What follows belongs to an exercise in optimizing a design on an open flow for small area and a short achievable clock period; a production flow would make more cautious choices.
Where RTL was checked, it was by simulation tests only, not by an equivalence proof against the original.
Function not checked in run 2: the RTL went through the layout flow alone.
No activity file was given, so power comes from the tool's default toggle rates.

$ cat design/flow/constraint.sdc
create_clock -name core_clock -period 8.0 [get_ports {clock_i}]
set_input_delay 1.6000 -clock core_clock [delete_from_list [all_inputs] [get_ports {clock_i}]]
set_output_delay 1.6000 -clock core_clock [all_outputs]
set_load 0.01 [all_outputs]
$ cat design/flow/flow/run.sh
#!/bin/bash
# Standard ORFS layout, with smaller port buffers and free cell resizing.
set -euo pipefail
bash standard.sh MATCH_CELL_FOOTPRINT=0 ABC_LOAD_IN_FF=1 "BUFFER_PORTS_ARGS=-buffer_cell sky130_fd_sc_hd__buf_1" finish > make_finish.log 2>&1
$ cat design/flow/design.v
`timescale 1ns / 1ps
`default_nettype none
module ArithmaticUnit(
		input wire clock_i, isWb_i, enable_i,
		input wire [4:0] wbAddress_i,
		input wire [6:0] opCode_i,
		input wire [15:0] pOperand_i, sOperand_i,
		output reg wbEnable_o,
		output reg [4:0] wbAddress_o,
		output reg [15:0] wbData_o,
		output reg [1:0] statusWriteback_o  
    );
	wire [15:0] P = pOperand_i;
	wire [15:0] S = sOperand_i;
	wire mul = opCode_i[1] & opCode_i[0];
	wire sub = opCode_i[1] & ~opCode_i[0];
	wire as  = opCode_i[1] ^ opCode_i[0];
	wire [7:0] one, two, neg;
	assign one[0] = opCode_i[0] ? (~opCode_i[1] | P[0]) : opCode_i[1];
	assign two[0] = opCode_i[1] & opCode_i[0] & P[1] & ~P[0];
	assign neg[0] = opCode_i[1] & (~opCode_i[0] | P[1]);
	genvar k;
	generate for (k = 1; k < 8; k = k + 1) begin : enc
		assign one[k] = mul & (P[2*k] ^ P[2*k-1]);
		assign two[k] = mul & ((P[2*k+1] & ~P[2*k] & ~P[2*k-1]) | (~P[2*k+1] & P[2*k] & P[2*k-1]));
		assign neg[k] = mul & P[2*k+1];
	end endgenerate
	wire pp0_0_n; pa_nand2 u_pp0_0_n (.a(one[0]), .b(S[0]), .y(pp0_0_n));
	wire pp0_0; pa_xnor2 u_pp0_0 (.a(pp0_0_n), .b(neg[0]), .y(pp0_0));
	wire pp0_1_n; pa_aoi22 u_pp0_1_n (.a(one[0]), .b(S[1]), .c(two[0]), .d(S[0]), .y(pp0_1_n));
	wire pp0_1; pa_xnor2 u_pp0_1 (.a(pp0_1_n), .b(neg[0]), .y(pp0_1));
	wire pp0_2_n; pa_aoi22 u_pp0_2_n (.a(one[0]), .b(S[2]), .c(two[0]), .d(S[1]), .y(pp0_2_n));
	wire pp0_2; pa_xnor2 u_pp0_2 (.a(pp0_2_n), .b(neg[0]), .y(pp0_2));
	wire pp0_3_n; pa_aoi22 u_pp0_3_n (.a(one[0]), .b(S[3]), .c(two[0]), .d(S[2]), .y(pp0_3_n));
	wire pp0_3; pa_xnor2 u_pp0_3 (.a(pp0_3_n), .b(neg[0]), .y(pp0_3));
	wire pp0_4_n; pa_aoi22 u_pp0_4_n (.a(one[0]), .b(S[4]), .c(two[0]), .d(S[3]), .y(pp0_4_n));
	wire pp0_4; pa_xnor2 u_pp0_4 (.a(pp0_4_n), .b(neg[0]), .y(pp0_4));
	wire pp0_5_n; pa_aoi22 u_pp0_5_n (.a(one[0]), .b(S[5]), .c(two[0]), .d(S[4]), .y(pp0_5_n));
	wire pp0_5; pa_xnor2 u_pp0_5 (.a(pp0_5_n), .b(neg[0]), .y(pp0_5));
	wire pp0_6_n; pa_aoi22 u_pp0_6_n (.a(one[0]), .b(S[6]), .c(two[0]), .d(S[5]), .y(pp0_6_n));
	wire pp0_6; pa_xnor2 u_pp0_6 (.a(pp0_6_n), .b(neg[0]), .y(pp0_6));
	wire pp0_7_n; pa_aoi22 u_pp0_7_n (.a(one[0]), .b(S[7]), .c(two[0]), .d(S[6]), .y(pp0_7_n));
	wire pp0_7; pa_xnor2 u_pp0_7 (.a(pp0_7_n), .b(neg[0]), .y(pp0_7));
	wire pp0_8_n; pa_aoi22 u_pp0_8_n (.a(one[0]), .b(S[8]), .c(two[0]), .d(S[7]), .y(pp0_8_n));
	wire pp0_8; pa_xnor2 u_pp0_8 (.a(pp0_8_n), .b(neg[0]), .y(pp0_8));
	wire pp0_9_n; pa_aoi22 u_pp0_9_n (.a(one[0]), .b(S[9]), .c(two[0]), .d(S[8]), .y(pp0_9_n));
	wire pp0_9; pa_xnor2 u_pp0_9 (.a(pp0_9_n), .b(neg[0]), .y(pp0_9));
	wire pp0_10_n; pa_aoi22 u_pp0_10_n (.a(one[0]), .b(S[10]), .c(two[0]), .d(S[9]), .y(pp0_10_n));
	wire pp0_10; pa_xnor2 u_pp0_10 (.a(pp0_10_n), .b(neg[0]), .y(pp0_10));
	wire pp0_11_n; pa_aoi22 u_pp0_11_n (.a(one[0]), .b(S[11]), .c(two[0]), .d(S[10]), .y(pp0_11_n));
	wire pp0_11; pa_xnor2 u_pp0_11 (.a(pp0_11_n), .b(neg[0]), .y(pp0_11));
	wire pp0_12_n; pa_aoi22 u_pp0_12_n (.a(one[0]), .b(S[12]), .c(two[0]), .d(S[11]), .y(pp0_12_n));
	wire pp0_12; pa_xnor2 u_pp0_12 (.a(pp0_12_n), .b(neg[0]), .y(pp0_12));
	wire pp0_13_n; pa_aoi22 u_pp0_13_n (.a(one[0]), .b(S[13]), .c(two[0]), .d(S[12]), .y(pp0_13_n));
	wire pp0_13; pa_xnor2 u_pp0_13 (.a(pp0_13_n), .b(neg[0]), .y(pp0_13));
	wire pp0_14_n; pa_aoi22 u_pp0_14_n (.a(one[0]), .b(S[14]), .c(two[0]), .d(S[13]), .y(pp0_14_n));
	wire pp0_14; pa_xnor2 u_pp0_14 (.a(pp0_14_n), .b(neg[0]), .y(pp0_14));
	wire pp0_15_n; pa_aoi22 u_pp0_15_n (.a(one[0]), .b(S[15]), .c(two[0]), .d(S[14]), .y(pp0_15_n));
	wire pp0_15; pa_xnor2 u_pp0_15 (.a(pp0_15_n), .b(neg[0]), .y(pp0_15));
	wire ng0 = neg[0];
	wire pp1_2_n; pa_aoi22 u_pp1_2_n (.a(one[1]), .b(S[0]), .c(as), .d(P[2]), .y(pp1_2_n));
	wire pp1_2; pa_xnor2 u_pp1_2 (.a(pp1_2_n), .b(neg[1]), .y(pp1_2));
	wire pp1_3_n; pa_aoi222 u_pp1_3_n (.a(one[1]), .b(S[1]), .c(two[1]), .d(S[0]), .e(as), .f(P[3]), .y(pp1_3_n));
	wire pp1_3; pa_xnor2 u_pp1_3 (.a(pp1_3_n), .b(neg[1]), .y(pp1_3));
	wire pp1_4_n; pa_aoi222 u_pp1_4_n (.a(one[1]), .b(S[2]), .c(two[1]), .d(S[1]), .e(as), .f(P[4]), .y(pp1_4_n));
	wire pp1_4; pa_xnor2 u_pp1_4 (.a(pp1_4_n), .b(neg[1]), .y(pp1_4));
	wire pp1_5_n; pa_aoi222 u_pp1_5_n (.a(one[1]), .b(S[3]), .c(two[1]), .d(S[2]), .e(as), .f(P[5]), .y(pp1_5_n));
	wire pp1_5; pa_xnor2 u_pp1_5 (.a(pp1_5_n), .b(neg[1]), .y(pp1_5));
	wire pp1_6_n; pa_aoi222 u_pp1_6_n (.a(one[1]), .b(S[4]), .c(two[1]), .d(S[3]), .e(as), .f(P[6]), .y(pp1_6_n));
	wire pp1_6; pa_xnor2 u_pp1_6 (.a(pp1_6_n), .b(neg[1]), .y(pp1_6));
	wire pp1_7_n; pa_aoi222 u_pp1_7_n (.a(one[1]), .b(S[5]), .c(two[1]), .d(S[4]), .e(as), .f(P[7]), .y(pp1_7_n));
	wire pp1_7; pa_xnor2 u_pp1_7 (.a(pp1_7_n), .b(neg[1]), .y(pp1_7));
	wire pp1_8_n; pa_aoi222 u_pp1_8_n (.a(one[1]), .b(S[6]), .c(two[1]), .d(S[5]), .e(as), .f(P[8]), .y(pp1_8_n));
	wire pp1_8; pa_xnor2 u_pp1_8 (.a(pp1_8_n), .b(neg[1]), .y(pp1_8));
	wire pp1_9_n; pa_aoi222 u_pp1_9_n (.a(one[1]), .b(S[7]), .c(two[1]), .d(S[6]), .e(as), .f(P[9]), .y(pp1_9_n));
	wire pp1_9; pa_xnor2 u_pp1_9 (.a(pp1_9_n), .b(neg[1]), .y(pp1_9));
	wire pp1_10_n; pa_aoi222 u_pp1_10_n (.a(one[1]), .b(S[8]), .c(two[1]), .d(S[7]), .e(as), .f(P[10]), .y(pp1_10_n));
	wire pp1_10; pa_xnor2 u_pp1_10 (.a(pp1_10_n), .b(neg[1]), .y(pp1_10));
	wire pp1_11_n; pa_aoi222 u_pp1_11_n (.a(one[1]), .b(S[9]), .c(two[1]), .d(S[8]), .e(as), .f(P[11]), .y(pp1_11_n));
	wire pp1_11; pa_xnor2 u_pp1_11 (.a(pp1_11_n), .b(neg[1]), .y(pp1_11));
	wire pp1_12_n; pa_aoi222 u_pp1_12_n (.a(one[1]), .b(S[10]), .c(two[1]), .d(S[9]), .e(as), .f(P[12]), .y(pp1_12_n));
	wire pp1_12; pa_xnor2 u_pp1_12 (.a(pp1_12_n), .b(neg[1]), .y(pp1_12));
	wire pp1_13_n; pa_aoi222 u_pp1_13_n (.a(one[1]), .b(S[11]), .c(two[1]), .d(S[10]), .e(as), .f(P[13]), .y(pp1_13_n));
	wire pp1_13; pa_xnor2 u_pp1_13 (.a(pp1_13_n), .b(neg[1]), .y(pp1_13));
	wire pp1_14_n; pa_aoi222 u_pp1_14_n (.a(one[1]), .b(S[12]), .c(two[1]), .d(S[11]), .e(as), .f(P[14]), .y(pp1_14_n));
	wire pp1_14; pa_xnor2 u_pp1_14 (.a(pp1_14_n), .b(neg[1]), .y(pp1_14));
	wire pp1_15_n; pa_aoi222 u_pp1_15_n (.a(one[1]), .b(S[13]), .c(two[1]), .d(S[12]), .e(as), .f(P[15]), .y(pp1_15_n));
	wire pp1_15; pa_xnor2 u_pp1_15 (.a(pp1_15_n), .b(neg[1]), .y(pp1_15));
	wire ng1 = neg[1];
	wire pp2_4_n; pa_nand2 u_pp2_4_n (.a(one[2]), .b(S[0]), .y(pp2_4_n));
	wire pp2_4; pa_xnor2 u_pp2_4 (.a(pp2_4_n), .b(neg[2]), .y(pp2_4));
	wire pp2_5_n; pa_aoi22 u_pp2_5_n (.a(one[2]), .b(S[1]), .c(two[2]), .d(S[0]), .y(pp2_5_n));
	wire pp2_5; pa_xnor2 u_pp2_5 (.a(pp2_5_n), .b(neg[2]), .y(pp2_5));
	wire pp2_6_n; pa_aoi22 u_pp2_6_n (.a(one[2]), .b(S[2]), .c(two[2]), .d(S[1]), .y(pp2_6_n));
	wire pp2_6; pa_xnor2 u_pp2_6 (.a(pp2_6_n), .b(neg[2]), .y(pp2_6));
	wire pp2_7_n; pa_aoi22 u_pp2_7_n (.a(one[2]), .b(S[3]), .c(two[2]), .d(S[2]), .y(pp2_7_n));
	wire pp2_7; pa_xnor2 u_pp2_7 (.a(pp2_7_n), .b(neg[2]), .y(pp2_7));
	wire pp2_8_n; pa_aoi22 u_pp2_8_n (.a(one[2]), .b(S[4]), .c(two[2]), .d(S[3]), .y(pp2_8_n));
	wire pp2_8; pa_xnor2 u_pp2_8 (.a(pp2_8_n), .b(neg[2]), .y(pp2_8));
	wire pp2_9_n; pa_aoi22 u_pp2_9_n (.a(one[2]), .b(S[5]), .c(two[2]), .d(S[4]), .y(pp2_9_n));
	wire pp2_9; pa_xnor2 u_pp2_9 (.a(pp2_9_n), .b(neg[2]), .y(pp2_9));
	wire pp2_10_n; pa_aoi22 u_pp2_10_n (.a(one[2]), .b(S[6]), .c(two[2]), .d(S[5]), .y(pp2_10_n));
	wire pp2_10; pa_xnor2 u_pp2_10 (.a(pp2_10_n), .b(neg[2]), .y(pp2_10));
	wire pp2_11_n; pa_aoi22 u_pp2_11_n (.a(one[2]), .b(S[7]), .c(two[2]), .d(S[6]), .y(pp2_11_n));
	wire pp2_11; pa_xnor2 u_pp2_11 (.a(pp2_11_n), .b(neg[2]), .y(pp2_11));
	wire pp2_12_n; pa_aoi22 u_pp2_12_n (.a(one[2]), .b(S[8]), .c(two[2]), .d(S[7]), .y(pp2_12_n));
	wire pp2_12; pa_xnor2 u_pp2_12 (.a(pp2_12_n), .b(neg[2]), .y(pp2_12));
	wire pp2_13_n; pa_aoi22 u_pp2_13_n (.a(one[2]), .b(S[9]), .c(two[2]), .d(S[8]), .y(pp2_13_n));
	wire pp2_13; pa_xnor2 u_pp2_13 (.a(pp2_13_n), .b(neg[2]), .y(pp2_13));
	wire pp2_14_n; pa_aoi22 u_pp2_14_n (.a(one[2]), .b(S[10]), .c(two[2]), .d(S[9]), .y(pp2_14_n));
	wire pp2_14; pa_xnor2 u_pp2_14 (.a(pp2_14_n), .b(neg[2]), .y(pp2_14));
	wire pp2_15_n; pa_aoi22 u_pp2_15_n (.a(one[2]), .b(S[11]), .c(two[2]), .d(S[10]), .y(pp2_15_n));
	wire pp2_15; pa_xnor2 u_pp2_15 (.a(pp2_15_n), .b(neg[2]), .y(pp2_15));
	wire ng2 = neg[2];
	wire pp3_6_n; pa_nand2 u_pp3_6_n (.a(one[3]), .b(S[0]), .y(pp3_6_n));
	wire pp3_6; pa_xnor2 u_pp3_6 (.a(pp3_6_n), .b(neg[3]), .y(pp3_6));
	wire pp3_7_n; pa_aoi22 u_pp3_7_n (.a(one[3]), .b(S[1]), .c(two[3]), .d(S[0]), .y(pp3_7_n));
	wire pp3_7; pa_xnor2 u_pp3_7 (.a(pp3_7_n), .b(neg[3]), .y(pp3_7));
	wire pp3_8_n; pa_aoi22 u_pp3_8_n (.a(one[3]), .b(S[2]), .c(two[3]), .d(S[1]), .y(pp3_8_n));
	wire pp3_8; pa_xnor2 u_pp3_8 (.a(pp3_8_n), .b(neg[3]), .y(pp3_8));
	wire pp3_9_n; pa_aoi22 u_pp3_9_n (.a(one[3]), .b(S[3]), .c(two[3]), .d(S[2]), .y(pp3_9_n));
	wire pp3_9; pa_xnor2 u_pp3_9 (.a(pp3_9_n), .b(neg[3]), .y(pp3_9));
	wire pp3_10_n; pa_aoi22 u_pp3_10_n (.a(one[3]), .b(S[4]), .c(two[3]), .d(S[3]), .y(pp3_10_n));
	wire pp3_10; pa_xnor2 u_pp3_10 (.a(pp3_10_n), .b(neg[3]), .y(pp3_10));
	wire pp3_11_n; pa_aoi22 u_pp3_11_n (.a(one[3]), .b(S[5]), .c(two[3]), .d(S[4]), .y(pp3_11_n));
	wire pp3_11; pa_xnor2 u_pp3_11 (.a(pp3_11_n), .b(neg[3]), .y(pp3_11));
	wire pp3_12_n; pa_aoi22 u_pp3_12_n (.a(one[3]), .b(S[6]), .c(two[3]), .d(S[5]), .y(pp3_12_n));
	wire pp3_12; pa_xnor2 u_pp3_12 (.a(pp3_12_n), .b(neg[3]), .y(pp3_12));
	wire pp3_13_n; pa_aoi22 u_pp3_13_n (.a(one[3]), .b(S[7]), .c(two[3]), .d(S[6]), .y(pp3_13_n));
	wire pp3_13; pa_xnor2 u_pp3_13 (.a(pp3_13_n), .b(neg[3]), .y(pp3_13));
	wire pp3_14_n; pa_aoi22 u_pp3_14_n (.a(one[3]), .b(S[8]), .c(two[3]), .d(S[7]), .y(pp3_14_n));
	wire pp3_14; pa_xnor2 u_pp3_14 (.a(pp3_14_n), .b(neg[3]), .y(pp3_14));
	wire pp3_15_n; pa_aoi22 u_pp3_15_n (.a(one[3]), .b(S[9]), .c(two[3]), .d(S[8]), .y(pp3_15_n));
	wire pp3_15; pa_xnor2 u_pp3_15 (.a(pp3_15_n), .b(neg[3]), .y(pp3_15));
	wire ng3 = neg[3];
	wire pp4_8_n; pa_nand2 u_pp4_8_n (.a(one[4]), .b(S[0]), .y(pp4_8_n));
	wire pp4_8; pa_xnor2 u_pp4_8 (.a(pp4_8_n), .b(neg[4]), .y(pp4_8));
	wire pp4_9_n; pa_aoi22 u_pp4_9_n (.a(one[4]), .b(S[1]), .c(two[4]), .d(S[0]), .y(pp4_9_n));
	wire pp4_9; pa_xnor2 u_pp4_9 (.a(pp4_9_n), .b(neg[4]), .y(pp4_9));
	wire pp4_10_n; pa_aoi22 u_pp4_10_n (.a(one[4]), .b(S[2]), .c(two[4]), .d(S[1]), .y(pp4_10_n));
	wire pp4_10; pa_xnor2 u_pp4_10 (.a(pp4_10_n), .b(neg[4]), .y(pp4_10));
	wire pp4_11_n; pa_aoi22 u_pp4_11_n (.a(one[4]), .b(S[3]), .c(two[4]), .d(S[2]), .y(pp4_11_n));
	wire pp4_11; pa_xnor2 u_pp4_11 (.a(pp4_11_n), .b(neg[4]), .y(pp4_11));
	wire pp4_12_n; pa_aoi22 u_pp4_12_n (.a(one[4]), .b(S[4]), .c(two[4]), .d(S[3]), .y(pp4_12_n));
	wire pp4_12; pa_xnor2 u_pp4_12 (.a(pp4_12_n), .b(neg[4]), .y(pp4_12));
	wire pp4_13_n; pa_aoi22 u_pp4_13_n (.a(one[4]), .b(S[5]), .c(two[4]), .d(S[4]), .y(pp4_13_n));
	wire pp4_13; pa_xnor2 u_pp4_13 (.a(pp4_13_n), .b(neg[4]), .y(pp4_13));
	wire pp4_14_n; pa_aoi22 u_pp4_14_n (.a(one[4]), .b(S[6]), .c(two[4]), .d(S[5]), .y(pp4_14_n));
	wire pp4_14; pa_xnor2 u_pp4_14 (.a(pp4_14_n), .b(neg[4]), .y(pp4_14));
	wire pp4_15_n; pa_aoi22 u_pp4_15_n (.a(one[4]), .b(S[7]), .c(two[4]), .d(S[6]), .y(pp4_15_n));
	wire pp4_15; pa_xnor2 u_pp4_15 (.a(pp4_15_n), .b(neg[4]), .y(pp4_15));
	wire ng4 = neg[4];
	wire pp5_10_n; pa_nand2 u_pp5_10_n (.a(one[5]), .b(S[0]), .y(pp5_10_n));
	wire pp5_10; pa_xnor2 u_pp5_10 (.a(pp5_10_n), .b(neg[5]), .y(pp5_10));
	wire pp5_11_n; pa_aoi22 u_pp5_11_n (.a(one[5]), .b(S[1]), .c(two[5]), .d(S[0]), .y(pp5_11_n));
	wire pp5_11; pa_xnor2 u_pp5_11 (.a(pp5_11_n), .b(neg[5]), .y(pp5_11));
	wire pp5_12_n; pa_aoi22 u_pp5_12_n (.a(one[5]), .b(S[2]), .c(two[5]), .d(S[1]), .y(pp5_12_n));
	wire pp5_12; pa_xnor2 u_pp5_12 (.a(pp5_12_n), .b(neg[5]), .y(pp5_12));
	wire pp5_13_n; pa_aoi22 u_pp5_13_n (.a(one[5]), .b(S[3]), .c(two[5]), .d(S[2]), .y(pp5_13_n));
	wire pp5_13; pa_xnor2 u_pp5_13 (.a(pp5_13_n), .b(neg[5]), .y(pp5_13));
	wire pp5_14_n; pa_aoi22 u_pp5_14_n (.a(one[5]), .b(S[4]), .c(two[5]), .d(S[3]), .y(pp5_14_n));
	wire pp5_14; pa_xnor2 u_pp5_14 (.a(pp5_14_n), .b(neg[5]), .y(pp5_14));
	wire pp5_15_n; pa_aoi22 u_pp5_15_n (.a(one[5]), .b(S[5]), .c(two[5]), .d(S[4]), .y(pp5_15_n));
	wire pp5_15; pa_xnor2 u_pp5_15 (.a(pp5_15_n), .b(neg[5]), .y(pp5_15));
	wire ng5 = neg[5];
	wire pp6_12_n; pa_nand2 u_pp6_12_n (.a(one[6]), .b(S[0]), .y(pp6_12_n));
	wire pp6_12; pa_xnor2 u_pp6_12 (.a(pp6_12_n), .b(neg[6]), .y(pp6_12));
	wire pp6_13_n; pa_aoi22 u_pp6_13_n (.a(one[6]), .b(S[1]), .c(two[6]), .d(S[0]), .y(pp6_13_n));
	wire pp6_13; pa_xnor2 u_pp6_13 (.a(pp6_13_n), .b(neg[6]), .y(pp6_13));
	wire pp6_14_n; pa_aoi22 u_pp6_14_n (.a(one[6]), .b(S[2]), .c(two[6]), .d(S[1]), .y(pp6_14_n));
	wire pp6_14; pa_xnor2 u_pp6_14 (.a(pp6_14_n), .b(neg[6]), .y(pp6_14));
	wire pp6_15_n; pa_aoi22 u_pp6_15_n (.a(one[6]), .b(S[3]), .c(two[6]), .d(S[2]), .y(pp6_15_n));
	wire pp6_15; pa_xnor2 u_pp6_15 (.a(pp6_15_n), .b(neg[6]), .y(pp6_15));
	wire ng6 = neg[6];
	wire pp7_14_n; pa_nand2 u_pp7_14_n (.a(one[7]), .b(S[0]), .y(pp7_14_n));
	wire pp7_14; pa_xnor2 u_pp7_14 (.a(pp7_14_n), .b(neg[7]), .y(pp7_14));
	wire pp7_15_n; pa_aoi22 u_pp7_15_n (.a(one[7]), .b(S[1]), .c(two[7]), .d(S[0]), .y(pp7_15_n));
	wire pp7_15; pa_xnor2 u_pp7_15 (.a(pp7_15_n), .b(neg[7]), .y(pp7_15));
	wire ng7 = neg[7];
	wire xp0 = as & P[0];
	wire xp1 = as & P[1];
	wire hs0, hc0; pa_xor2 u_hs0 (.a(ng5), .b(pp2_10), .y(hs0)); pa_and2 u_hc0 (.a(ng5), .b(pp2_10), .y(hc0));
	wire hs1, hc1; pa_xor2 u_hs1 (.a(pp2_11), .b(pp3_11), .y(hs1)); pa_and2 u_hc1 (.a(pp2_11), .b(pp3_11), .y(hc1));
	wire hs2, hc2; pa_xor2 u_hs2 (.a(ng6), .b(pp2_12), .y(hs2)); pa_and2 u_hc2 (.a(ng6), .b(pp2_12), .y(hc2));
	wire fs0_x, fs0, fc0; pa_xor2 u_fs0_x (.a(pp3_12), .b(pp4_12), .y(fs0_x)); pa_xor2 u_fs0 (.a(fs0_x), .b(pp5_12), .y(fs0)); pa_maj3 u_fc0 (.a(pp3_12), .b(pp4_12), .c(pp5_12), .y(fc0));
	wire hs3, hc3; pa_xor2 u_hs3 (.a(pp2_13), .b(pp3_13), .y(hs3)); pa_and2 u_hc3 (.a(pp2_13), .b(pp3_13), .y(hc3));
	wire fs1_x, fs1, fc1; pa_xor2 u_fs1_x (.a(pp4_13), .b(pp5_13), .y(fs1_x)); pa_xor2 u_fs1 (.a(fs1_x), .b(pp6_13), .y(fs1)); pa_maj3 u_fc1 (.a(pp4_13), .b(pp5_13), .c(pp6_13), .y(fc1));
	wire hs4, hc4; pa_xor2 u_hs4 (.a(ng7), .b(pp2_14), .y(hs4)); pa_and2 u_hc4 (.a(ng7), .b(pp2_14), .y(hc4));
	wire fs2_x, fs2, fc2; pa_xor2 u_fs2_x (.a(pp3_14), .b(pp4_14), .y(fs2_x)); pa_xor2 u_fs2 (.a(fs2_x), .b(pp0_14), .y(fs2)); pa_maj3 u_fc2 (.a(pp3_14), .b(pp4_14), .c(pp0_14), .y(fc2));
	wire fs3_x, fs3, fc3; pa_xor2 u_fs3_x (.a(pp5_14), .b(pp6_14), .y(fs3_x)); pa_xor2 u_fs3 (.a(fs3_x), .b(pp7_14), .y(fs3)); pa_maj3 u_fc3 (.a(pp5_14), .b(pp6_14), .c(pp7_14), .y(fc3));
	wire hs5, hc5; pa_xor2 u_hs5 (.a(pp2_15), .b(pp3_15), .y(hs5)); pa_and2 u_hc5 (.a(pp2_15), .b(pp3_15), .y(hc5));
	wire fs4_x, fs4, fc4; pa_xor2 u_fs4_x (.a(pp4_15), .b(pp5_15), .y(fs4_x)); pa_xor2 u_fs4 (.a(fs4_x), .b(pp1_15), .y(fs4)); pa_maj3 u_fc4 (.a(pp4_15), .b(pp5_15), .c(pp1_15), .y(fc4));
	wire fs5_x, fs5, fc5; pa_xor2 u_fs5_x (.a(pp6_15), .b(pp7_15), .y(fs5_x)); pa_xor2 u_fs5 (.a(fs5_x), .b(pp0_15), .y(fs5)); pa_maj3 u_fc5 (.a(pp6_15), .b(pp7_15), .c(pp0_15), .y(fc5));
	wire hs6, hc6; pa_xor2 u_hs6 (.a(ng3), .b(pp2_6), .y(hs6)); pa_and2 u_hc6 (.a(ng3), .b(pp2_6), .y(hc6));
	wire hs7, hc7; pa_xor2 u_hs7 (.a(pp2_7), .b(pp3_7), .y(hs7)); pa_and2 u_hc7 (.a(pp2_7), .b(pp3_7), .y(hc7));
	wire hs8, hc8; pa_xor2 u_hs8 (.a(ng4), .b(pp2_8), .y(hs8)); pa_and2 u_hc8 (.a(ng4), .b(pp2_8), .y(hc8));
	wire fs6_x, fs6, fc6; pa_xor2 u_fs6_x (.a(pp3_8), .b(pp4_8), .y(fs6_x)); pa_xor2 u_fs6 (.a(fs6_x), .b(pp0_8), .y(fs6)); pa_maj3 u_fc6 (.a(pp3_8), .b(pp4_8), .c(pp0_8), .y(fc6));
	wire hs9, hc9; pa_xor2 u_hs9 (.a(pp2_9), .b(pp3_9), .y(hs9)); pa_and2 u_hc9 (.a(pp2_9), .b(pp3_9), .y(hc9));
	wire fs7_x, fs7, fc7; pa_xor2 u_fs7_x (.a(pp4_9), .b(pp0_9), .y(fs7_x)); pa_xor2 u_fs7 (.a(fs7_x), .b(pp1_9), .y(fs7)); pa_maj3 u_fc7 (.a(pp4_9), .b(pp0_9), .c(pp1_9), .y(fc7));
	wire fs8_x, fs8, fc8; pa_xor2 u_fs8_x (.a(pp3_10), .b(pp4_10), .y(fs8_x)); pa_xor2 u_fs8 (.a(fs8_x), .b(hs0), .y(fs8)); pa_maj3 u_fc8 (.a(pp3_10), .b(pp4_10), .c(hs0), .y(fc8));
	wire fs9_x, fs9, fc9; pa_xor2 u_fs9_x (.a(pp5_10), .b(pp0_10), .y(fs9_x)); pa_xor2 u_fs9 (.a(fs9_x), .b(pp1_10), .y(fs9)); pa_maj3 u_fc9 (.a(pp5_10), .b(pp0_10), .c(pp1_10), .y(fc9));
	wire fs10_x, fs10, fc10; pa_xor2 u_fs10_x (.a(pp4_11), .b(pp5_11), .y(fs10_x)); pa_xor2 u_fs10 (.a(fs10_x), .b(hs1), .y(fs10)); pa_maj3 u_fc10 (.a(pp4_11), .b(pp5_11), .c(hs1), .y(fc10));
	wire fs11_x, fs11, fc11; pa_xor2 u_fs11_x (.a(pp0_11), .b(pp1_11), .y(fs11_x)); pa_xor2 u_fs11 (.a(fs11_x), .b(hc0), .y(fs11)); pa_maj3 u_fc11 (.a(pp0_11), .b(pp1_11), .c(hc0), .y(fc11));
	wire fs12_x, fs12, fc12; pa_xor2 u_fs12_x (.a(pp6_12), .b(pp0_12), .y(fs12_x)); pa_xor2 u_fs12 (.a(fs12_x), .b(fs0), .y(fs12)); pa_maj3 u_fc12 (.a(pp6_12), .b(pp0_12), .c(fs0), .y(fc12));
	wire fs13_x, fs13, fc13; pa_xor2 u_fs13_x (.a(pp1_12), .b(hc1), .y(fs13_x)); pa_xor2 u_fs13 (.a(fs13_x), .b(hs2), .y(fs13)); pa_maj3 u_fc13 (.a(pp1_12), .b(hc1), .c(hs2), .y(fc13));
	wire fs14_x, fs14, fc14; pa_xor2 u_fs14_x (.a(pp0_13), .b(pp1_13), .y(fs14_x)); pa_xor2 u_fs14 (.a(fs14_x), .b(fs1), .y(fs14)); pa_maj3 u_fc14 (.a(pp0_13), .b(pp1_13), .c(fs1), .y(fc14));
	wire fs15_x, fs15, fc15; pa_xor2 u_fs15_x (.a(hc2), .b(hs3), .y(fs15_x)); pa_xor2 u_fs15 (.a(fs15_x), .b(fc0), .y(fs15)); pa_maj3 u_fc15 (.a(hc2), .b(hs3), .c(fc0), .y(fc15));
	wire fs16_x, fs16, fc16; pa_xor2 u_fs16_x (.a(pp1_14), .b(hc3), .y(fs16_x)); pa_xor2 u_fs16 (.a(fs16_x), .b(fs3), .y(fs16)); pa_maj3 u_fc16 (.a(pp1_14), .b(hc3), .c(fs3), .y(fc16));
	wire fs17_x, fs17, fc17; pa_xor2 u_fs17_x (.a(hs4), .b(fc1), .y(fs17_x)); pa_xor2 u_fs17 (.a(fs17_x), .b(fs2), .y(fs17)); pa_maj3 u_fc17 (.a(hs4), .b(fc1), .c(fs2), .y(fc17));
	wire fs18_x, fs18, fc18; pa_xor2 u_fs18_x (.a(hc4), .b(hs5), .y(fs18_x)); pa_xor2 u_fs18 (.a(fs18_x), .b(fc2), .y(fs18)); pa_maj3 u_fc18 (.a(hc4), .b(hs5), .c(fc2), .y(fc18));
	wire fs19_x, fs19, fc19; pa_xor2 u_fs19_x (.a(fc3), .b(fs4), .y(fs19_x)); pa_xor2 u_fs19 (.a(fs19_x), .b(fs5), .y(fs19)); pa_maj3 u_fc19 (.a(fc3), .b(fs4), .c(fs5), .y(fc19));
	wire hs10, hc10; pa_xor2 u_hs10 (.a(ng2), .b(pp2_4), .y(hs10)); pa_and2 u_hc10 (.a(ng2), .b(pp2_4), .y(hc10));
	wire hs11, hc11; pa_xor2 u_hs11 (.a(pp2_5), .b(pp0_5), .y(hs11)); pa_and2 u_hc11 (.a(pp2_5), .b(pp0_5), .y(hc11));
	wire fs20_x, fs20, fc20; pa_xor2 u_fs20_x (.a(pp3_6), .b(pp0_6), .y(fs20_x)); pa_xor2 u_fs20 (.a(fs20_x), .b(pp1_6), .y(fs20)); pa_maj3 u_fc20 (.a(pp3_6), .b(pp0_6), .c(pp1_6), .y(fc20));
	wire fs21_x, fs21, fc21; pa_xor2 u_fs21_x (.a(pp0_7), .b(pp1_7), .y(fs21_x)); pa_xor2 u_fs21 (.a(fs21_x), .b(hc6), .y(fs21)); pa_maj3 u_fc21 (.a(pp0_7), .b(pp1_7), .c(hc6), .y(fc21));
	wire fs22_x, fs22, fc22; pa_xor2 u_fs22_x (.a(pp1_8), .b(hc7), .y(fs22_x)); pa_xor2 u_fs22 (.a(fs22_x), .b(hs8), .y(fs22)); pa_maj3 u_fc22 (.a(pp1_8), .b(hc7), .c(hs8), .y(fc22));
	wire fs23_x, fs23, fc23; pa_xor2 u_fs23_x (.a(hc8), .b(hs9), .y(fs23_x)); pa_xor2 u_fs23 (.a(fs23_x), .b(fc6), .y(fs23)); pa_maj3 u_fc23 (.a(hc8), .b(hs9), .c(fc6), .y(fc23));
	wire fs24_x, fs24, fc24; pa_xor2 u_fs24_x (.a(hc9), .b(fc7), .y(fs24_x)); pa_xor2 u_fs24 (.a(fs24_x), .b(fs8), .y(fs24)); pa_maj3 u_fc24 (.a(hc9), .b(fc7), .c(fs8), .y(fc24));
	wire fs25_x, fs25, fc25; pa_xor2 u_fs25_x (.a(fc9), .b(fs10), .y(fs25_x)); pa_xor2 u_fs25 (.a(fs25_x), .b(fs11), .y(fs25)); pa_maj3 u_fc25 (.a(fc9), .b(fs10), .c(fs11), .y(fc25));
	wire fs26_x, fs26, fc26; pa_xor2 u_fs26_x (.a(fc11), .b(fc10), .y(fs26_x)); pa_xor2 u_fs26 (.a(fs26_x), .b(fs13), .y(fs26)); pa_maj3 u_fc26 (.a(fc11), .b(fc10), .c(fs13), .y(fc26));
	wire fs27_x, fs27, fc27; pa_xor2 u_fs27_x (.a(fc13), .b(fs14), .y(fs27_x)); pa_xor2 u_fs27 (.a(fs27_x), .b(fs15), .y(fs27)); pa_maj3 u_fc27 (.a(fc13), .b(fs14), .c(fs15), .y(fc27));
	wire fs28_x, fs28, fc28; pa_xor2 u_fs28_x (.a(fs16), .b(fc15), .y(fs28_x)); pa_xor2 u_fs28 (.a(fs28_x), .b(fc14), .y(fs28)); pa_maj3 u_fc28 (.a(fs16), .b(fc15), .c(fc14), .y(fc28));
	wire fs29_x, fs29, fc29; pa_xor2 u_fs29_x (.a(fs18), .b(fc16), .y(fs29_x)); pa_xor2 u_fs29 (.a(fs29_x), .b(fc17), .y(fs29)); pa_maj3 u_fc29 (.a(fs18), .b(fc16), .c(fc17), .y(fc29));
	wire hs12, hc12; pa_xor2 u_hs12 (.a(xp0), .b(ng0), .y(hs12)); pa_and2 u_hc12 (.a(xp0), .b(ng0), .y(hc12));
	wire hs13, hc13; pa_xor2 u_hs13 (.a(xp1), .b(pp0_1), .y(hs13)); pa_and2 u_hc13 (.a(xp1), .b(pp0_1), .y(hc13));
	wire fs30_x, fs30, fc30; pa_xor2 u_fs30_x (.a(ng1), .b(pp0_2), .y(fs30_x)); pa_xor2 u_fs30 (.a(fs30_x), .b(pp1_2), .y(fs30)); pa_maj3 u_fc30 (.a(ng1), .b(pp0_2), .c(pp1_2), .y(fc30));
	wire hs14, hc14; pa_xor2 u_hs14 (.a(pp0_3), .b(pp1_3), .y(hs14)); pa_and2 u_hc14 (.a(pp0_3), .b(pp1_3), .y(hc14));
	wire fs31_x, fs31, fc31; pa_xor2 u_fs31_x (.a(pp0_4), .b(pp1_4), .y(fs31_x)); pa_xor2 u_fs31 (.a(fs31_x), .b(hs10), .y(fs31)); pa_maj3 u_fc31 (.a(pp0_4), .b(pp1_4), .c(hs10), .y(fc31));
	wire fs32_x, fs32, fc32; pa_xor2 u_fs32_x (.a(pp1_5), .b(hc10), .y(fs32_x)); pa_xor2 u_fs32 (.a(fs32_x), .b(hs11), .y(fs32)); pa_maj3 u_fc32 (.a(pp1_5), .b(hc10), .c(hs11), .y(fc32));
	wire fs33_x, fs33, fc33; pa_xor2 u_fs33_x (.a(hs6), .b(hc11), .y(fs33_x)); pa_xor2 u_fs33 (.a(fs33_x), .b(fs20), .y(fs33)); pa_maj3 u_fc33 (.a(hs6), .b(hc11), .c(fs20), .y(fc33));
	wire fs34_x, fs34, fc34; pa_xor2 u_fs34_x (.a(hs7), .b(fc20), .y(fs34_x)); pa_xor2 u_fs34 (.a(fs34_x), .b(fs21), .y(fs34)); pa_maj3 u_fc34 (.a(hs7), .b(fc20), .c(fs21), .y(fc34));
	wire fs35_x, fs35, fc35; pa_xor2 u_fs35_x (.a(fs6), .b(fc21), .y(fs35_x)); pa_xor2 u_fs35 (.a(fs35_x), .b(fs22), .y(fs35)); pa_maj3 u_fc35 (.a(fs6), .b(fc21), .c(fs22), .y(fc35));
	wire fs36_x, fs36, fc36; pa_xor2 u_fs36_x (.a(fs7), .b(fc22), .y(fs36_x)); pa_xor2 u_fs36 (.a(fs36_x), .b(fs23), .y(fs36)); pa_maj3 u_fc36 (.a(fs7), .b(fc22), .c(fs23), .y(fc36));
	wire fs37_x, fs37, fc37; pa_xor2 u_fs37_x (.a(fs9), .b(fc23), .y(fs37_x)); pa_xor2 u_fs37 (.a(fs37_x), .b(fs24), .y(fs37)); pa_maj3 u_fc37 (.a(fs9), .b(fc23), .c(fs24), .y(fc37));
	wire fs38_x, fs38, fc38; pa_xor2 u_fs38_x (.a(fc8), .b(fc24), .y(fs38_x)); pa_xor2 u_fs38 (.a(fs38_x), .b(fs25), .y(fs38)); pa_maj3 u_fc38 (.a(fc8), .b(fc24), .c(fs25), .y(fc38));
	wire fs39_x, fs39, fc39; pa_xor2 u_fs39_x (.a(fs12), .b(fc25), .y(fs39_x)); pa_xor2 u_fs39 (.a(fs39_x), .b(fs26), .y(fs39)); pa_maj3 u_fc39 (.a(fs12), .b(fc25), .c(fs26), .y(fc39));
	wire fs40_x, fs40, fc40; pa_xor2 u_fs40_x (.a(fc12), .b(fc26), .y(fs40_x)); pa_xor2 u_fs40 (.a(fs40_x), .b(fs27), .y(fs40)); pa_maj3 u_fc40 (.a(fc12), .b(fc26), .c(fs27), .y(fc40));
	wire fs41_x, fs41, fc41; pa_xor2 u_fs41_x (.a(fs17), .b(fc27), .y(fs41_x)); pa_xor2 u_fs41 (.a(fs41_x), .b(fs28), .y(fs41)); pa_maj3 u_fc41 (.a(fs17), .b(fc27), .c(fs28), .y(fc41));
	wire fs42_x, fs42, fc42; pa_xor2 u_fs42_x (.a(fs19), .b(fc28), .y(fs42_x)); pa_xor2 u_fs42 (.a(fs42_x), .b(fs29), .y(fs42)); pa_maj3 u_fc42 (.a(fs19), .b(fc28), .c(fs29), .y(fc42));
	wire [15:0] ra = {fc41, fc40, fc39, fc38, fc37, fc36, fc35, fc34, fc33, fc32, fc31, hc14, fc30, hc13, hc12, hs12};
	wire [15:0] rb = {fs42, fs41, fs40, fs39, fs38, fs37, fs36, fs35, fs34, fs33, fs32, fs31, hs14, fs30, hs13, pp0_0};
	wire [15:0] g0, p0;
	pa_xor2 u_p0_0 (.a(ra[0]), .b(rb[0]), .y(p0[0])); pa_and2 u_g0_0 (.a(ra[0]), .b(rb[0]), .y(g0[0]));
	pa_xor2 u_p0_1 (.a(ra[1]), .b(rb[1]), .y(p0[1])); pa_and2 u_g0_1 (.a(ra[1]), .b(rb[1]), .y(g0[1]));
	pa_xor2 u_p0_2 (.a(ra[2]), .b(rb[2]), .y(p0[2])); pa_and2 u_g0_2 (.a(ra[2]), .b(rb[2]), .y(g0[2]));
	pa_xor2 u_p0_3 (.a(ra[3]), .b(rb[3]), .y(p0[3])); pa_and2 u_g0_3 (.a(ra[3]), .b(rb[3]), .y(g0[3]));
	pa_xor2 u_p0_4 (.a(ra[4]), .b(rb[4]), .y(p0[4])); pa_and2 u_g0_4 (.a(ra[4]), .b(rb[4]), .y(g0[4]));
	pa_xor2 u_p0_5 (.a(ra[5]), .b(rb[5]), .y(p0[5])); pa_and2 u_g0_5 (.a(ra[5]), .b(rb[5]), .y(g0[5]));
	pa_xor2 u_p0_6 (.a(ra[6]), .b(rb[6]), .y(p0[6])); pa_and2 u_g0_6 (.a(ra[6]), .b(rb[6]), .y(g0[6]));
	pa_xor2 u_p0_7 (.a(ra[7]), .b(rb[7]), .y(p0[7])); pa_and2 u_g0_7 (.a(ra[7]), .b(rb[7]), .y(g0[7]));
	pa_xor2 u_p0_8 (.a(ra[8]), .b(rb[8]), .y(p0[8])); pa_and2 u_g0_8 (.a(ra[8]), .b(rb[8]), .y(g0[8]));
	pa_xor2 u_p0_9 (.a(ra[9]), .b(rb[9]), .y(p0[9])); pa_and2 u_g0_9 (.a(ra[9]), .b(rb[9]), .y(g0[9]));
	pa_xor2 u_p0_10 (.a(ra[10]), .b(rb[10]), .y(p0[10])); pa_and2 u_g0_10 (.a(ra[10]), .b(rb[10]), .y(g0[10]));
	pa_xor2 u_p0_11 (.a(ra[11]), .b(rb[11]), .y(p0[11])); pa_and2 u_g0_11 (.a(ra[11]), .b(rb[11]), .y(g0[11]));
	pa_xor2 u_p0_12 (.a(ra[12]), .b(rb[12]), .y(p0[12])); pa_and2 u_g0_12 (.a(ra[12]), .b(rb[12]), .y(g0[12]));
	pa_xor2 u_p0_13 (.a(ra[13]), .b(rb[13]), .y(p0[13])); pa_and2 u_g0_13 (.a(ra[13]), .b(rb[13]), .y(g0[13]));
	pa_xor2 u_p0_14 (.a(ra[14]), .b(rb[14]), .y(p0[14])); pa_and2 u_g0_14 (.a(ra[14]), .b(rb[14]), .y(g0[14]));
	pa_xor2 u_p0_15 (.a(ra[15]), .b(rb[15]), .y(p0[15])); pa_and2 u_g0_15 (.a(ra[15]), .b(rb[15]), .y(g0[15]));
	wire g1_1 = g0[1] | (p0[1] & g0[0]);
	wire g1_3 = g0[3] | (p0[3] & g0[2]);
	wire p1_3 = p0[3] & p0[2];
	wire g1_5 = g0[5] | (p0[5] & g0[4]);
	wire p1_5 = p0[5] & p0[4];
	wire g1_7 = g0[7] | (p0[7] & g0[6]);
	wire p1_7 = p0[7] & p0[6];
	wire g1_9 = g0[9] | (p0[9] & g0[8]);
	wire p1_9 = p0[9] & p0[8];
	wire g1_11 = g0[11] | (p0[11] & g0[10]);
	wire p1_11 = p0[11] & p0[10];
	wire g1_13 = g0[13] | (p0[13] & g0[12]);
	wire p1_13 = p0[13] & p0[12];
	wire g1_15 = g0[15] | (p0[15] & g0[14]);
	wire p1_15 = p0[15] & p0[14];
	wire g2_2 = g0[2] | (p0[2] & g1_1);
	wire g2_3 = g1_3 | (p1_3 & g1_1);
	wire g2_6 = g0[6] | (p0[6] & g1_5);
	wire p2_6 = p0[6] & p1_5;
	wire g2_7 = g1_7 | (p1_7 & g1_5);
	wire p2_7 = p1_7 & p1_5;
	wire g2_10 = g0[10] | (p0[10] & g1_9);
	wire p2_10 = p0[10] & p1_9;
	wire g2_11 = g1_11 | (p1_11 & g1_9);
	wire p2_11 = p1_11 & p1_9;
	wire g2_14 = g0[14] | (p0[14] & g1_13);
	wire p2_14 = p0[14] & p1_13;
	wire g2_15 = g1_15 | (p1_15 & g1_13);
	wire p2_15 = p1_15 & p1_13;
	wire g3_4 = g0[4] | (p0[4] & g2_3);
	wire g3_5 = g1_5 | (p1_5 & g2_3);
	wire g3_6 = g2_6 | (p2_6 & g2_3);
	wire g3_7 = g2_7 | (p2_7 & g2_3);
	wire g3_12 = g0[12] | (p0[12] & g2_11);
	wire p3_12 = p0[12] & p2_11;
	wire g3_13 = g1_13 | (p1_13 & g2_11);
	wire p3_13 = p1_13 & p2_11;
	wire g3_14 = g2_14 | (p2_14 & g2_11);
	wire p3_14 = p2_14 & p2_11;
	wire g3_15 = g2_15 | (p2_15 & g2_11);
	wire p3_15 = p2_15 & p2_11;
	wire g4_8 = g0[8] | (p0[8] & g3_7);
	wire g4_9 = g1_9 | (p1_9 & g3_7);
	wire g4_10 = g2_10 | (p2_10 & g3_7);
	wire g4_11 = g2_11 | (p2_11 & g3_7);
	wire g4_12 = g3_12 | (p3_12 & g3_7);
	wire g4_13 = g3_13 | (p3_13 & g3_7);
	wire g4_14 = g3_14 | (p3_14 & g3_7);
	wire g4_15 = g3_15 | (p3_15 & g3_7);
	wire [16:0] sum;
	assign sum[0] = p0[0];
	pa_xor2 u_sum_1 (.a(p0[1]), .b(g0[0]), .y(sum[1]));
	pa_xor2 u_sum_2 (.a(p0[2]), .b(g1_1), .y(sum[2]));
	pa_xor2 u_sum_3 (.a(p0[3]), .b(g2_2), .y(sum[3]));
	pa_xor2 u_sum_4 (.a(p0[4]), .b(g2_3), .y(sum[4]));
	pa_xor2 u_sum_5 (.a(p0[5]), .b(g3_4), .y(sum[5]));
	pa_xor2 u_sum_6 (.a(p0[6]), .b(g3_5), .y(sum[6]));
	pa_xor2 u_sum_7 (.a(p0[7]), .b(g3_6), .y(sum[7]));
	pa_xor2 u_sum_8 (.a(p0[8]), .b(g3_7), .y(sum[8]));
	pa_xor2 u_sum_9 (.a(p0[9]), .b(g4_8), .y(sum[9]));
	pa_xor2 u_sum_10 (.a(p0[10]), .b(g4_9), .y(sum[10]));
	pa_xor2 u_sum_11 (.a(p0[11]), .b(g4_10), .y(sum[11]));
	pa_xor2 u_sum_12 (.a(p0[12]), .b(g4_11), .y(sum[12]));
	pa_xor2 u_sum_13 (.a(p0[13]), .b(g4_12), .y(sum[13]));
	pa_xor2 u_sum_14 (.a(p0[14]), .b(g4_13), .y(sum[14]));
	pa_xor2 u_sum_15 (.a(p0[15]), .b(g4_14), .y(sum[15]));
	assign sum[16] = g4_15;
	wire cout = sum[16] | hc5 | fc4 | fc5 | fc18 | fc19 | fc29 | fc42;
	wire arith = ~|opCode_i[6:2];
	always @(posedge clock_i)
	begin
		if (enable_i)
		begin
			wbEnable_o <= isWb_i & |opCode_i;
			wbAddress_o <= wbAddress_i;
			if (arith) wbData_o <= sum[15:0];
			if (arith & as) statusWriteback_o <= {~opCode_i[1] & cout, opCode_i[1] & ~cout};
		end
	end
endmodule
module pa_aoi22(input wire a, b, c, d, output wire y);
	assign y = ~((a & b) | (c & d));
endmodule
module pa_aoi222(input wire a, b, c, d, e, f, output wire y);
	assign y = ~((a & b) | (c & d) | (e & f));
endmodule
module pa_nand2(input wire a, b, output wire y);
	assign y = ~(a & b);
endmodule
module pa_xnor2(input wire a, b, output wire y);
	assign y = ~(a ^ b);
endmodule
module pa_xor2(input wire a, b, output wire y);
	assign y = a ^ b;
endmodule
module pa_and2(input wire a, b, output wire y);
	assign y = a & b;
endmodule
module pa_maj3(input wire a, b, c, output wire y);
	assign y = (a & b) | (a & c) | (b & c);
endmodule
module pa_fa(input wire a, b, c, output wire s, co);
	assign s = a ^ b ^ c;
	assign co = (a & b) | (a & c) | (b & c);
endmodule
module pa_ha(input wire a, b, output wire s, co);
	assign s = a ^ b;
	assign co = a & b;
endmodule
$ cat design/flow/standard.sh
#!/bin/bash
# synth_recipe.tcl (not shown) runs the flow's synth.tcl, then flattens the netlist and writes it again
# the make line also repeats each setting of config.mk as NAME=value (left out here)
make -C /OpenROAD-flow-scripts/flow DESIGN_CONFIG=/design/flow/config.mk WORK_HOME=/design/flow/orfs CLKGATE_MAP_FILE= SYNTH_SCRIPT=/design/flow/synth_recipe.tcl "${@:-finish}"
$ cat design/flow/config.mk
export PLATFORM = sky130hd
export DESIGN_NAME = ArithmaticUnit
export DESIGN_NICKNAME = ArithmaticUnit
export VERILOG_FILES = /design/flow/design.v
export SDC_FILE = /design/flow/constraint.sdc
export NUM_CORES = 4
export LEC_CHECK = 0
export CAP_MARGIN = 20
export CORE_MARGIN = 2
export CORE_UTILIZATION = 60
export SETUP_SLACK_MARGIN = 2.7
export SLEW_MARGIN = 20
export SYNTH_HIERARCHICAL = 1
export SYNTH_MINIMUM_KEEP_SIZE = 0
==> summary.md, run 1 <==
| Metric | Value |
|---|---|
| Via density | `5.92` |
| Status | `no timing/DRC/antenna violations` |
| Final GP Congestion | `0.949` |
| Diodes inserted | `0` |
| Avg Cell Area, Syn | `9.05 um2` |
| Total power | `1.23 mW` |
| Most frequent cell after synthesis | `xor2_1` |
| Vias in the first global route | `3,633` |
| Setup CP Type | `primary input to register` |
| Gr ovfl total | `0` |
| Syn_nets | `537` |
| Leading post-synthesis cells by cell area | `xor2_1, edfxtp_1, xnor2_1` |
| CTS tree | `yes` |
| Post-synth EDFFs | `24` |
| Hold Crit Class | `primary input to register` |
| Clk slew on worst S/H paths | `0.10 ns` |
| CP required | `8.02 ns` |
| Cell family with most CP delay | `XOR/XNOR gates` |
| Number of core rows | `31` |
| Antenna Violating Nets Remaining | `0` |
| Clk sinks | `24` |
| RSZ-0062 raised after global routing | `yes` |
| Prevailing post-synth register cell | `edfxtp_1` |
| Pre-antenna DRT Iters | `6` |
| Startpoint Class | `primary input` |
| Synth unique cells | `28` |
| Final setup TNS | `0 ns` |
| Post-synthesis async set-or-reset flop share | `0%` |
| DR iter-0 viols | `296` |
| Hold Startpoint | `wbAddress_i[3]` |
| CTS H-tree depth | `1` |
| Starting Density | `61.5%` |
| Pre-CTS setup slack | `1.93 ns` |
| CP endpoint kind | `register` |
| Pin count of the biggest net entering global routing | `23` |
| Worst hold stages | `1` |
| Global-route wire length before repair | `17.4 mm` |
| Cells after Synth | `488` |
| Max Cap Violations | `0` |
| Layout Cells excl Fill | `675` |
| Period minus WS final | `5.09 ns` |
| Post-route clock period utilization | `63.6%` |
| Residual DRC | `0` |
| Die Area | `8060 um2` |
| Final setup viols | `0` |
| Worst path max stage delay | `0.37 ns` |
| Synth top area share | `27.6%` |
| Max clock buf depth | `2` |
| Crit-path slowest cell | `and2_2` |
| Width of the die | `89.8 um` |
| Synth warn | `7` |
| Arrival time at the worst endpoint | `5.11 ns` |
| Commonest cells in the netlist | `xor2_1, xnor2_1, and2_0` |
| Hold Crit Endpoint | `wbAddress_o[3]` |
| Most frequent CP cell | `xor2_1` |
| Port Buffer Count | `70` |
| Core area | `7180 um2` |
| Drt wl/cell | `16.1 um` |
| Vias | `3,996` |
| Max Freq | `0.196 GHz` |
| Root Driver | `clkbuf_8` |
| Worst ir drop on vdd | `116 uV` |
| Tightest Pin Transition | `0.811 ns` |
| Leak pwr | `2.11 nW` |
| Worst Slack Setup Final | `2.91 ns` |
| IO Pins | `71` |
| Cell taking the most area after synthesis | `xor2_1` |
| CP Max Fanout | `11` |
| Final Hold Viols | `0` |
| Flops & latches, synth | `24` |
| Share of cells above drive strength 1 | `18.6%` |
| Die Ht | `89.8 um` |
| TritonCTS buffer count | `3` |
| Final Slew Violations | `0` |
| Critical path buffers and inverters | `2` |
| GRT Total Usage | `25.9%` |
| Mapped Area | `4420 um2` |
| Slew margin rel. | `46.0%` |
| Post-Route WL | `10.9 mm` |
| Initial antenna violation count | `0` |
| Placed instance count | `657` |
| CP cell instances | `buf_1 -> ha_4 -> clkbuf_4 -> and2_2 -> xnor2_1 -> xor2_1 -> xor2_1 -> xor2_1 -> xor2_1 -> xor2_1 -> xor2_2 -> a21oi_2 -> o21ai_2 -> a21o_1 -> a21o_1 -> a21o_1 -> xor2_1` |
| Sequential share of the synthesized area | `16.3%` |
| Fin nets | `626` |
| Area delta synth->final | `17.3%` |
| Power Density | `237 nW/um2` |
| Hpwl dp | `8.23 mm` |
-- per-layer routing --
metal | up-vias | track usage (%) | share of wire (%)
met5 | - | 0 | 0
met4 | 0 | 6.15 | 1.3
met3 | 13 | 3.10 | 7.6
met2 | 189 | 43.5 | 48
met1 | 1875 | 35.7 | 43
li1 | 1919 | - | -
-- modules after synthesis, one instance, submodules excluded, excerpt --
module | cells inside | times used
pa_and2 | 1 | 31
pa_nand2 | 1 | 7
ArithmaticUnit | 138 | 1
pa_xor2 | 1 | 132
pa_xnor2 | 1 | 72
pa_maj3 | 1 | 43
pa_aoi222 | 1 | 13
-- cells in the final DEF (no fill, tap or decap), drive strengths merged, types with 4 or more instances in the layout --
cell    count
xnor2      72
a222oi     13
a21oi       7
clkbuf     10
nor2       12
inv         4
edfxtp     24
o21ai      10
buf        79
and2       56
maj3       43
a22oi      52
nand2      26
xor2      139
a21o       10
-- cell families (layout without fill, tap and decap cells) --
kind of cell,Yosys count,count (layout),share of synthesized area [%]
xor+xnor,211,211,41.9
simple gates,102,102,12.3
compound gates,100,100,17.5
fa+ha+maj,45,45,11.5
flops,24,24,16.3
buf+inv,6,94,0.510
-- flip-flops by register name (all words and copies together) (netlist names) --
name,count
wbData_o,16
wbAddress_o,5
statusWriteback_o,2
wbEnable_o,1
-- stage by stage --
stage               cell area (um2)  hold WS, ns  util (%)
floorplan                      4420         1.70         -
global route                   5180         1.48      72.2
CTS                            4900         1.48      68.2
global placement               4810         1.77      67.1
detailed placement             4810         1.77      67.1
finish                         5180         1.49      72.2
-- how the worst max path moves through the flow --
stage | start | to | slack [ns] | depth (start not counted)
after floorplan | opCode_i[0] | wbData_o[14] | 2.73 | 17
after global placement | opCode_i[1] | statusWriteback_o[0] | 2.04 | 16
after detailed placement | opCode_i[1] | statusWriteback_o[0] | 1.93 | 16
after CTS | opCode_i[1] | statusWriteback_o[0] | 2.69 | 15
after global routing | opCode_i[0] | wbData_o[14] | 2.63 | 19
final | opCode_i[0] | wbData_o[14] | 2.91 | 17
-- final cells by class --
| type | instances | area (um2) |
|---|---|---|
| sequential | 24 | 721 |
| multi-input combinational | 458 | 3840 |
| tap | 99 | 124 |
| inverter | 4 | 15.0 |
| fill | 588 | 1990 |
| timing repair buffer | 86 | 407 |
| clock inverter | 1 | 30.0 |
| clock buffer | 3 | 41.3 |
-- where the power goes --
part / leakage [nW] / switching [mW] / internal, mW / total [mW]
clock: 0.0357 / 0.0414 / 0.0669 / 0.108
combinational: 1.85 / 0.526 / 0.400 / 0.925
sequential: 0.219 / 0.00120 / 0.192 / 0.193
-- timing repair --
item | 4_1_cts | 5_1_grt
setup buffers | 0 | 14
pin swaps | 0 | 24
endpoints found under the hold margin | 0 | 0
resized for setup | 16 | 51
hold buffers | 0 | 0
endpoints found under the setup margin | 7 | 8
==> inputs of run 2 (changes only) <==
--- a/design/flow/design.v
+++ b/design/flow/design.v
@@ -14,7 +14,8 @@
 	wire [15:0] S = sOperand_i;
 	wire mul = opCode_i[1] & opCode_i[0];
 	wire sub = opCode_i[1] & ~opCode_i[0];
-	wire as  = opCode_i[1] ^ opCode_i[0];
+	wire as;   
+	pa_xor2 u_as (.a(opCode_i[1]), .b(opCode_i[0]), .y(as));
 	wire [7:0] one, two, neg;
 	assign one[0] = opCode_i[0] ? (~opCode_i[1] | P[0]) : opCode_i[1];
 	assign two[0] = opCode_i[1] & opCode_i[0] & P[1] & ~P[0];
@@ -357,6 +358,18 @@
 module pa_maj3(input wire a, b, c, output wire y);
 	assign y = (a & b) | (a & c) | (b & c);
 endmodule
+module pa_nor2(input wire a, b, output wire y);
+	assign y = ~(a | b);
+endmodule
+module pa_inv(input wire a, output wire y);
+	assign y = ~a;
+endmodule
+module pa_aoi21(input wire a1, a2, b1, output wire y);
+	assign y = ~((a1 & a2) | b1);
+endmodule
+module pa_oai21(input wire a1, a2, b1, output wire y);
+	assign y = ~((a1 | a2) & b1);
+endmodule
 module pa_fa(input wire a, b, c, output wire s, co);
 	assign s = a ^ b ^ c;
 	assign co = (a & b) | (a & c) | (b & c);
--- a/design/flow/config.mk
+++ b/design/flow/config.mk
@@ -8,7 +8,7 @@
 export CAP_MARGIN = 20
 export CORE_MARGIN = 2
 export CORE_UTILIZATION = 60
-export SETUP_SLACK_MARGIN = 2.7
+export SETUP_SLACK_MARGIN = 2.5
 export SLEW_MARGIN = 20
 export SYNTH_HIERARCHICAL = 1
 export SYNTH_MINIMUM_KEEP_SIZE = 0
==> run 2 against run 1 <==
Against the previous run: still clean; flip-flop and latch count unchanged; count of clock-buffer cells in the layout unchanged; setup slack got worse by 0.26 ns; synthesized cell count is 0.82% lower; sequential share of layout area grew 0.30 points; total power decreased by 8.9%; combinational power decreased by 12%; critical path depth unchanged; critical endpoint is now wbData_o[15]; largest power group unchanged.
==> summary.md, run 2 <==
| Metric | Value |
|---|---|
| Worst ir drop on vdd | `94.3 uV` |
| Final core utilization | `73.4%` |
| Share of cells above drive strength 1 | `16.1%` |
| Width of the die | `89.0 um` |
| Flops & latches, synth | `24` |
| Hold Crit Class | `primary input to register` |
| Area delta synth->final | `17.1%` |
| Die Area | `7910 um2` |
| Initial antenna violation count | `0` |
| Root Driver | `clkbuf_8` |
| Hpwl dp | `8.27 mm` |
| Worst hold stages | `1` |
| CTS H-tree depth | `1` |
| Hold Startpoint | `wbAddress_i[1]` |
| Synth top area share | `26.9%` |
| Post-synth EDFFs | `24` |
| Die Ht | `89.0 um` |
| Antenna Violating Nets Remaining | `0` |
| Final GP Congestion | `0.905` |
| Starting Density | `62.7%` |
| Setup CP Type | `primary input to register` |
| Diodes inserted | `0` |
| Most common cell after layout, fill and taps aside | `xor2_1` |
| Drt wl/cell | `16.2 um` |
| Pin count of the biggest net entering global routing | `19` |
| Vias in the first global route | `3,638` |
| Pre-antenna DRT Iters | `6` |
| Final Hold Viols | `0` |
| Post-Route WL | `10.9 mm` |
| CP Max Fanout | `16` |
| Max Cap Violations | `0` |
| Global-route wire length before repair | `16.9 mm` |
| DR iter-0 viols | `349` |
| Number of core rows | `30` |
| GRT Total Usage | `27.1%` |
| Leak pwr | `2.07 nW` |
| Final Slew Violations | `0` |
| Sequential share of the synthesized area | `16.6%` |
| Fin nets | `627` |
| CP endpoint kind | `register` |
| TritonCTS buffer count | `3` |
| Slew margin rel. | `49.9%` |
| Cell taking the most area after synthesis | `xor2_1` |
| Max FFs per register | `16` |
| Cells after Synth | `484` |
| Vias | `4,022` |
| Status | `no timing/DRC/antenna violations` |
| Residual DRC | `0` |
| CP required | `8.01 ns` |
| Largest reg by FF count | `wbData_o` |
| IO Pins | `71` |
| Prevailing post-synth register cell | `edfxtp_1` |
| Via density | `5.96` |
| Max clock buf depth | `2` |
| Gr ovfl total | `0` |
| CTS tree | `yes` |
| Post-route clock period utilization | `66.9%` |
| Synth unique cells | `27` |
| Total power | `1.12 mW` |
| Max Freq | `0.187 GHz` |
| Avg Cell Area, Syn | `8.95 um2` |
| Arrival time at the worst endpoint | `5.36 ns` |
| Port Buffer Count | `70` |
| Startpoint Class | `primary input` |
| Clk sinks | `24` |
| Mapped Area | `4330 um2` |
| Most frequent cells in the layout | `xor2_1, xnor2_1, buf_1` |
| Final setup viols | `0` |
| Leading post-synthesis cells by cell area | `xor2_1, edfxtp_1, xnor2_1` |
| Hold Crit Endpoint | `wbAddress_o[1]` |
| Hold-fix buffers at CTS | `0` |
| RSZ-0062 raised after global routing | `no` |
| Power Density | `220 nW/um2` |
| Tightest Pin Transition | `0.752 ns` |
| Core area | `6910 um2` |
| Final setup TNS | `0 ns` |
| Clk slew on worst S/H paths | `0.10 ns` |
| Syn_nets | `531` |
| Period minus WS final | `5.35 ns` |
| Most frequent cell after synthesis | `xor2_1` |
| Top flop regs | `wbData_o: 16 flops, wbAddress_o: 5 flops, statusWriteback_o: 2 flops` |
| Commonest cells in the netlist | `xor2_1, xnor2_1, a22oi_1` |
| Post-synthesis async set-or-reset flop share | `0%` |
| Synth warn | `7` |
## run 2: per-stage QoR
| step | setup WS, ns | cell area (um2) | std cells | hold slack, ns |
|---|---|---|---|---|
| 6_report | 2.65 | 5070 | 675 | 1.49 |
| 5_1_grt | 2.44 | 5070 | 675 | 1.49 |
| 4_1_cts | 2.51 | 4910 | 658 | 1.50 |
| 3_5_place_dp | 1.57 | 4740 | 650 | 1.77 |
| 3_3_place_gp | 1.80 | 4740 | 650 | 1.77 |
| 2_1_floorplan | 2.54 | 4350 | 484 | 1.70 |
## run 2: cells by family after synthesis
logic type | Yosys count | synth area share (%)
XOR/XNOR | 212 | 42.9
AND/OR/NAND/NOR | 103 | 11.9
AO/OA/AOI/OAI | 98 | 17.0
adder cells (fa/ha/maj) | 43 | 11.2
flip-flops | 24 | 16.6
buffers and inverters | 4 | 0.347
## run 2: repair_timing
item,4_1_cts,5_1_grt
endpoints found under the setup margin,10,6
buffers inserted,4,17
resized for setup,19,9
gates cloned,0,0
pin swaps,1,11
## run 2: report_power, final
part | internal (mW) | leakage, nW | switching [mW] | total, mW
Clock | 0.0670 | 0.0357 | 0.0406 | 0.108
Combinational | 0.351 | 1.82 | 0.466 | 0.817
Sequential | 0.192 | 0.219 | 0.00122 | 0.193
## run 2: worst max-delay path, cell delays in order
cell and delay (ns):
clkbuf_2 0.24, nand2_8 0.20, nor2_4 0.29, a22oi_1 0.13, xnor2_1 0.34, xor2_1 0.24, xor2_1 0.29, maj3_2 0.29
xor2_1 0.19, xor2_1 0.22, xor2_1 0.16, a21oi_1 0.17, o21ai_0 0.11, a31o_1 0.25, o31a_1 0.29, a21o_1 0.20
xor2_1 0.15
## run 2: area by class of cell
class	instances	area [um2]
inverters	2	7.51
well taps	96	120
fillers	561	1840
flip-flops and latches	24	721
multi-input cells	456	3710
repair buffers	93	440
clock buffers	3	41.3
clock inverters	1	30.0
## run 2: how the worst max path moves through the flow
| stage | endpoint | slack, ns | start |
|---|---|---|---|
| after floorplan | wbData_o[15] | 2.54 | opCode_i[0] |
| after global placement | wbData_o[15] | 1.80 | opCode_i[0] |
| after detailed placement | wbData_o[15] | 1.57 | opCode_i[0] |
| after CTS | wbData_o[15] | 2.51 | opCode_i[1] |
| after global routing | wbData_o[15] | 2.44 | opCode_i[1] |
| final | wbData_o[15] | 2.65 | opCode_i[1] |
## run 2: routing by layer
| layer | wire length (um) | vias up | track usage, % |
|---|---|---|---|
| li1 | - | 1938 | - |
| met3 | 942 | 26 | 1.85 |
| met4 | 226 | 0 | 8.41 |
| met2 | 5060 | 225 | 45.4 |
| met1 | 4720 | 1833 | 37.5 |
| met5 | 0 | - | 0 |
## run 2: Yosys stat by module, one instance, submodules excluded
module / area (um2) / times used
ArithmaticUnit: 1310 / 1
pa_and2: 6.26 / 31
pa_aoi22: 7.51 / 52
pa_aoi222: 10.0 / 13
pa_maj3: 11.3 / 43
pa_nand2: 3.75 / 7
pa_xnor2: 8.76 / 72
pa_xor2: 8.76 / 133

-- what the ideal ports hide --
How much do the figures lean on ideal ports? The routed layouts below were timed once more, with nothing changed but the port constraints.
Step 1: set_driving_cell puts a clkbuf_16 on clock_i and a buf_2 on each other input, an assumption about the parent block.
Step 2 also shifts input and output timing later by t, the mid clock arrival at the registers, as if the neighbouring blocks saw the same clock.
a / b / c = ideal ports / drivers / drivers and shift; a / b = the first two.
run | t, ns | setup WS [ns] | worst data-port slew with drivers (ns)
run 1 | 0.297 | 2.908 / 2.915 / 2.618 | 0.04
run 2 | 0.297 | 2.649 / 2.655 / 2.358 | 0.04
After both steps every run listed still meets setup and hold. The setup slack of run 2, which loses most, moves by +0.006 ns with the drivers and by -0.291 ns with both steps.
